Context: an optimization exercise on an open-source flow, tuned for small area, a short achievable clock period and few clock cycles per item. The choices shown serve that exercise and are no tape-out recipe. Only simulation tests tie the RTL to the original design; equivalence was not proved. Power figures rest on the tool's default switching activity, not on a simulated workload.

## muldiv
module muldiv#(parameter DATA_WIDTH = 32)
(
    input                         clk_i,
    input                         rst_i,
    input                         stall_i,
    input  [DATA_WIDTH-1 : 0]     a_i,
    input  [DATA_WIDTH-1 : 0]     b_i,
    input                         req_i,
    input  [ 2 : 0]               operation_sel_i,
    output reg [DATA_WIDTH-1 : 0] muldiv_result_o,
    output reg                    ready_o
);
==> flow/config.mk <==
export PLATFORM = sky130hd
export DESIGN_NAME = muldiv
export DESIGN_NICKNAME = muldiv
export VERILOG_FILES = /design/flow/design.v
export SDC_FILE = /design/flow/constraint.sdc
export NUM_CORES = 4
export LEC_CHECK = 0
export CAP_MARGIN = 20
export CORE_MARGIN = 2
export CORE_UTILIZATION = 40
export CTS_BUF_LIST = sky130_fd_sc_hd__clkbuf_8
export PLACE_DENSITY = 0.6
export SETUP_SLACK_MARGIN = 1.0
export SLEW_MARGIN = 20
==> flow/constraint.sdc <==
create_clock -name core_clock -period 5.0 [get_ports {clk_i}]
set_input_delay 1.0000 -clock core_clock [delete_from_list [all_inputs] [get_ports {clk_i}]]
set_output_delay 1.0000 -clock core_clock [all_outputs]
set_load 0.01 [all_outputs]
standard.sh (not shown) runs the stock make flow with config.mk's settings and CLKGATE_MAP_FILE= SYNTH_SCRIPT=/design/flow/synth_recipe.tcl, a recipe that flattens the netlist after the stock synthesis.
==> flow/flow/run.sh <==
#!/bin/bash
# The standard layout, with the ports buffered by sky130_fd_sc_hd__buf_1
# instead of the flow's default pick (a slow delay buffer).
set -e
bash standard.sh synth > synth.log 2>&1
bash standard.sh "BUFFER_PORTS_ARGS=-buffer_cell sky130_fd_sc_hd__buf_1" finish > layout.log 2>&1
The starting point produced a clean layout.
Testbench counts at the start, summed over its fixed seeds: cycles 35,912, ops 2,048.
Change:
==> flow/flow/run.sh (replaced) <==
#!/bin/bash
# The standard layout, with the ports buffered by sky130_fd_sc_hd__buf_2
# instead of the flow's default pick (a slow delay buffer).
set -e
bash standard.sh synth > synth.log 2>&1
bash standard.sh "BUFFER_PORTS_ARGS=-buffer_cell sky130_fd_sc_hd__buf_2" finish > layout.log 2>&1
--- a/flow/config.mk
+++ b/flow/config.mk
@@ -12,3 +12,3 @@
 export PLACE_DENSITY = 0.6
-export SETUP_SLACK_MARGIN = 1.0
+export SETUP_SLACK_MARGIN = 1.3
 export SLEW_MARGIN = 20
After rerunning: Worst setup slack degrades by 0.18 ns. Die area stays the same. Critical path depth came out lower by 1. Cell area came out higher by about 5%. Routed wire length came out higher by about 0.4%. Power came out higher by 0.34%. Sequential power came out lower by about 1%.
Change:
--- a/flow/config.mk
+++ b/flow/config.mk
@@ -12,3 +12,3 @@
 export PLACE_DENSITY = 0.6
-export SETUP_SLACK_MARGIN = 1.3
+export SETUP_SLACK_MARGIN = 1.0
 export SLEW_MARGIN = 20
=> Setup slack gains 0.20 ns; clock skew is about the same; wire length shrinks by 2.6%; sequential power hardly moves; flip-flop and latch count is unchanged; global-route usage is about the same.
Change:
--- a/flow/config.mk
+++ b/flow/config.mk
@@ -9,5 +9,5 @@
 export CORE_MARGIN = 2
-export CORE_UTILIZATION = 40
+export CORE_UTILIZATION = 50
 export CTS_BUF_LIST = sky130_fd_sc_hd__clkbuf_8
-export PLACE_DENSITY = 0.6
+export PLACE_DENSITY = 0.7
 export SETUP_SLACK_MARGIN = 1.0
After rerunning:
- The changed run ran to the end with no violations
- maximum frequency fell by 0.67%
- sequential cell count stays the same
- count of clock-buffer cells in the layout fell by 1
- routed wire length fell by 3.8%
- synthesized cell count does not change
- critical path depth is unchanged
- global-route usage rose by 3.6 points
- combinational power hardly moves
- cell count fell by about 3.7%
- hold slack is about the same
Change:
--- a/flow/config.mk
+++ b/flow/config.mk
@@ -9,6 +9,6 @@
 export CORE_MARGIN = 2
-export CORE_UTILIZATION = 50
+export CORE_UTILIZATION = 40
 export CTS_BUF_LIST = sky130_fd_sc_hd__clkbuf_8
-export PLACE_DENSITY = 0.7
-export SETUP_SLACK_MARGIN = 1.0
+export PLACE_DENSITY = 0.6
+export SETUP_SLACK_MARGIN = 0.7
 export SLEW_MARGIN = 20
=> Routed wire length rose by 2.9%. Cell count rose by 3.2%. Cell area shrinks by 0.55%.

Setup of job 1709:
The RTL this note starts from:
==> flow/design.v <==
`timescale 1ns / 1ps
module muldiv#(parameter DATA_WIDTH = 32)
(
    input                         clk_i,
    input                         rst_i,
    input                         stall_i,
    input  [DATA_WIDTH-1 : 0]     a_i,
    input  [DATA_WIDTH-1 : 0]     b_i,
    input                         req_i,
    input  [ 2 : 0]               operation_sel_i,
    output reg [DATA_WIDTH-1 : 0] muldiv_result_o,
    output reg                    ready_o
);
function [31:0] prefix_or;
    input [31:0] x;
    integer l, k;
    begin
        prefix_or = x;
        for (l = 0; l < 5; l = l + 1)
            for (k = 0; k < 32; k = k + 1)
                if (k[l])
                    prefix_or[k] = prefix_or[k] | prefix_or[((k >> l) << l) - 1];
    end
endfunction
function [33:0] add33;
    input [32:0] x, y;
    input        ci;
    reg   [32:0] p, g, gg, pp, c;
    reg          g0;
    integer l, k;
    begin
        p  = x ^ y;
        g  = x & y;
        g0 = g[0] | (p[0] & ci);
        gg = g;
        pp = p;
        for (l = 0; l < 5; l = l + 1)
            for (k = 1; k < 33; k = k + 1)
                if ((k - 1) & (1 << l)) begin
                    gg[k] = gg[k] | (pp[k] & gg[(((k - 1) >> l) << l)]);
                    pp[k] = pp[k] & pp[(((k - 1) >> l) << l)];
                end
        c[0] = g0;
        for (k = 1; k < 33; k = k + 1)
            c[k] = gg[k] | (pp[k] & g0);
        add33 = {c[32], p ^ {c[31:0], ci}};
    end
endfunction
wire is_div   = operation_sel_i[2];
wire is_rem   = operation_sel_i[2] & operation_sel_i[1];
wire b_zero   = ~|b_i;
wire a_zero   = ~|a_i;
wire div_zero = is_div & b_zero;
wire a_signed = ~operation_sel_i[0] | (operation_sel_i == 3'b001);
wire b_signed = (operation_sel_i == 3'b000) | (operation_sel_i == 3'b001)
              | (operation_sel_i == 3'b100) | (operation_sel_i == 3'b110);
wire sa = a_i[31] & a_signed;
wire sb = b_i[31] & b_signed;
wire [31:0] a_pre = prefix_or(a_i);
wire [31:0] ua    = a_i ^ ({32{sa}} & {a_pre[30:0], 1'b0});
reg  [15:0] v1; reg [15:0] e1;
reg  [7:0]  v2; reg [15:0] e2;
reg  [3:0]  v3; reg [11:0] e3;
reg  [1:0]  v4; reg [7:0]  e4;
reg  [4:0]  lead;
integer j;
always @(*) begin
    for (j = 0; j < 16; j = j + 1) begin
        v1[j] = ua[2*j+1] | ua[2*j];
        e1[j] = ua[2*j+1];
    end
    for (j = 0; j < 8; j = j + 1) begin
        v2[j]         = v1[2*j+1] | v1[2*j];
        e2[2*j+:2]    = v1[2*j+1] ? {1'b1, e1[2*j+1]} : {1'b0, e1[2*j]};
    end
    for (j = 0; j < 4; j = j + 1) begin
        v3[j]         = v2[2*j+1] | v2[2*j];
        e3[3*j+:3]    = v2[2*j+1] ? {1'b1, e2[4*j+2+:2]} : {1'b0, e2[4*j+:2]};
    end
    for (j = 0; j < 2; j = j + 1) begin
        v4[j]         = v3[2*j+1] | v3[2*j];
        e4[4*j+:4]    = v3[2*j+1] ? {1'b1, e3[6*j+3+:3]} : {1'b0, e3[6*j+:3]};
    end
    lead = v4[1] ? {1'b1, e4[7:4]} : {1'b0, e4[3:0]};
    if (div_zero) lead = 5'd31;
end
reg  [31:0] R, Q;
reg  [4:0]  cnt;
reg         busy, ps, nb;
reg         f_div, f_inv;
reg         f_selq, f_neg, f_mh;
wire start = req_i & ~busy & ~ready_o;
wire        inv  = sb ^ is_div;
wire [33:0] sum  = add33({R, f_div & nb}, {f_div, b_i ^ {32{f_inv}}}, f_inv);
wire        take  = f_div ? sum[33] : nb;
wire [31:0] R_nxt = take ? sum[31:0] : {R[30:0], nb};
wire        c_hi  = ~f_div & nb & sum[33];
wire [30:0] q_inc = Q[30:0] + 31'd1;
wire        q_in  = f_div ? sum[33] : (nb ? sum[32] : R[31]);
wire [31:0] Q_nxt = {c_hi ? q_inc : Q[30:0], q_in};
wire [32:0] ua_sh = {ua, 1'b0};
wire        last  = (cnt == 5'd0);
wire        nz    = ~a_zero | div_zero;
always @(posedge clk_i)
begin
    ps <= stall_i;
    if (rst_i) begin
        busy    <= 1'b0;
        ready_o <= 1'b0;
    end else begin
        busy    <= (start & nz) | (busy & ~last);
        ready_o <= (start & ~nz) | (busy & last) | (ready_o & ps);
    end
    if (start) begin
        f_div  <= is_div;
        f_inv  <= inv;
        f_selq <= is_div ? ~is_rem : (operation_sel_i[1:0] != 2'b00);
        f_neg  <= is_rem ? sa : ((sa ^ sb) & ~div_zero);
        f_mh   <= ~is_div & (operation_sel_i[1:0] != 2'b00);
        R      <= 32'd0;
        Q      <= 32'd0;
        cnt    <= lead;
        nb     <= ~div_zero | ua[31];
    end else if (busy) begin
        R   <= R_nxt;
        Q   <= Q_nxt;
        cnt <= cnt - 5'd1;
        nb  <= ua_sh[cnt];
    end
end
wire [31:0] res_x = f_selq ? Q : R;
wire        r_nz  = f_mh & (|R);
wire [31:0] x_pre = prefix_or(res_x);
always @(*)
    muldiv_result_o = res_x ^ ({32{f_neg}} & ({x_pre[30:0], 1'b0} | {32{r_nz}}));
endmodule    
clock: 5.0 ns
lec_check: 0
cap_margin: 20
core_margin: 2
core_utilization: 40
place_density: 0.6
setup_slack_margin: 1.0
slew_margin: 20
==> flow/flow/run.sh <==
#!/bin/bash
# The standard layout, with the ports buffered by sky130_fd_sc_hd__buf_2
# instead of the flow's default pick (a slow delay buffer).
set -e
bash standard.sh synth > synth.log 2>&1
bash standard.sh "BUFFER_PORTS_ARGS=-buffer_cell sky130_fd_sc_hd__buf_2" finish > layout.log 2>&1
Testbench counts of job 1709, summed over its fixed seeds: cycles 35,912, ops 2,048.
Edits applied to the flow inputs when going from job 1709 to job 568:
diff --git a/flow/config.mk b/flow/config.mk
--- a/flow/config.mk
+++ b/flow/config.mk
@@ -7,2 +7,3 @@
 export LEC_CHECK = 0
+export ABC_AREA = 1
 export CAP_MARGIN = 20
### Flow results
What job 1709 reported for synthesized instance count has to be multiplied by 1.4 to get the figure for job 568.
A critical path capture point of muldiv_result_o[31] is what job 1709 shows, while muldiv_result_o[26] belongs to job 568.
For the post-CTS setup buffer count, job 568 came in 10 lower than job 1709 did.
| sequential logic power | higher: job 1709 |
Job 568 vs job 1709: count of distinct cell types in the synthesized netlist down in job 568
Job 568 vs job 1709, worst setup path startpoint: f_selq vs R[26]
The synthesized area reported for job 568 is greater than that of job 1709 by 12%.
Re fraction of final layout cells with drive strength greater than 1: job 1709 was higher than job 568.
Diff job 1709 -> job 568: post-route cell area went up 9.4%, number of placed instances with taps included went up 585, total of plain and repair buffers excluding clock buffers went down 11, post-DP HPWL went up about 16%.
Edits applied to the flow inputs when going from job 568 to job 311:
diff --git a/flow/config.mk b/flow/config.mk
--- a/flow/config.mk
+++ b/flow/config.mk
@@ -7,7 +7,6 @@
 export LEC_CHECK = 0
-export ABC_AREA = 1
 export CAP_MARGIN = 20
 export CORE_MARGIN = 2
-export CORE_UTILIZATION = 40
-export PLACE_DENSITY = 0.6
+export CORE_UTILIZATION = 60
+export PLACE_DENSITY = 0.75
 export SETUP_SLACK_MARGIN = 1.0
==> comparison <==
Job 311 finished end to end and its layout was clean on timing, DRC and antenna.
Job 568 ran to completion and came out clean on the timing, design-rule and antenna checks.
Share of total power in combinational logic was higher in the run labelled job 311.
Summary of job 311 over job 568: area of combinational cells with multiple inputs now sits lower, power per unit of standard cell area now sits higher.
Job 568 has a higher pin count of the biggest net entering global routing than job 311.
Clock skew essentially unchanged between job 311 and job 568.
Diff job 568 -> job 311: setup slack went down by 0.40 ns; complex-gate fraction of the synthesized area went up by 15 points.
--- input diff job 311..job 4592 ---
diff --git a/flow/config.mk b/flow/config.mk
--- a/flow/config.mk
+++ b/flow/config.mk
@@ -9,4 +9,5 @@
 export CORE_MARGIN = 2
-export CORE_UTILIZATION = 60
-export PLACE_DENSITY = 0.75
+export CORE_UTILIZATION = 40
+export CTS_BUF_LIST = sky130_fd_sc_hd__clkbuf_8
+export PLACE_DENSITY = 0.6
 export SETUP_SLACK_MARGIN = 1.0
[summary]
Setup slack in job 4592 is larger than in job 311. Job 4592 can be clocked faster than job 311. Compared to job 311, the router laid down more metal wire for job 4592. | cell leakage power | lower: job 4592 |. Compared with job 311, job 4592 shows cell count higher by 6.3%. Taking job 4592 as 1.0, job 311 lands at 0.68 on standard cell core area.

-- re-timing with driven ports --
In the flow no input, the clock included, has a driving cell. The finished layouts below were timed again as built, in two steps.
Step 1 assumes that a clkbuf_16 drives the clock port and a buf_2 every other input.
Step 2 moves the port delays by t, midway between the first and last clock arrival at a register: inputs arrive t later, outputs are due t later. That takes back most of the time a late clock gives input paths.
Three values: ideal, step 1, step 2; two values: the first two.
| run | t, ns | setup WS [ns] | worst setup path after step 2 | worst register clock-pin slew, ns |
|---|---|---|---|---|
| the first run of note 1 | 0.420 | 0.966 / 0.928 / 0.801 | input to register | 0.09 / 0.09 |
| the second run of note 1 | 0.419 | 0.786 / 0.746 / 0.890 | input to register | 0.09 / 0.09 |
| the third run of note 1 | 0.416 | 0.985 / 0.947 / 0.808 | input to register | 0.09 / 0.09 |
| the fourth run of note 1 | 0.411 | 0.958 / 0.924 / 0.842 | input to register | 0.09 / 0.09 |
| the fifth run of note 1 | 0.418 | 0.830 / 0.793 / 0.780 | input to register | 0.09 / 0.09 |
| job 1709 | 0.399 | 0.900 / 0.852 / 0.741 | input to register | 0.07 / 0.07 |
| job 568 | 0.395 | 1.160 / 1.112 / 0.920 | input to register | 0.07 / 0.07 |
| job 311 | 0.388 | 0.762 / 0.719 / 0.787 | input to register | 0.07 / 0.07 |
| job 4592 | 0.419 | 0.968 / 0.925 / 0.769 | input to register | 0.10 / 0.10 |
After both steps setup and hold are still met in every run listed. For job 568, which loses most, drivers alone change the setup slack by -0.048 ns; drivers and shift together by -0.240 ns.
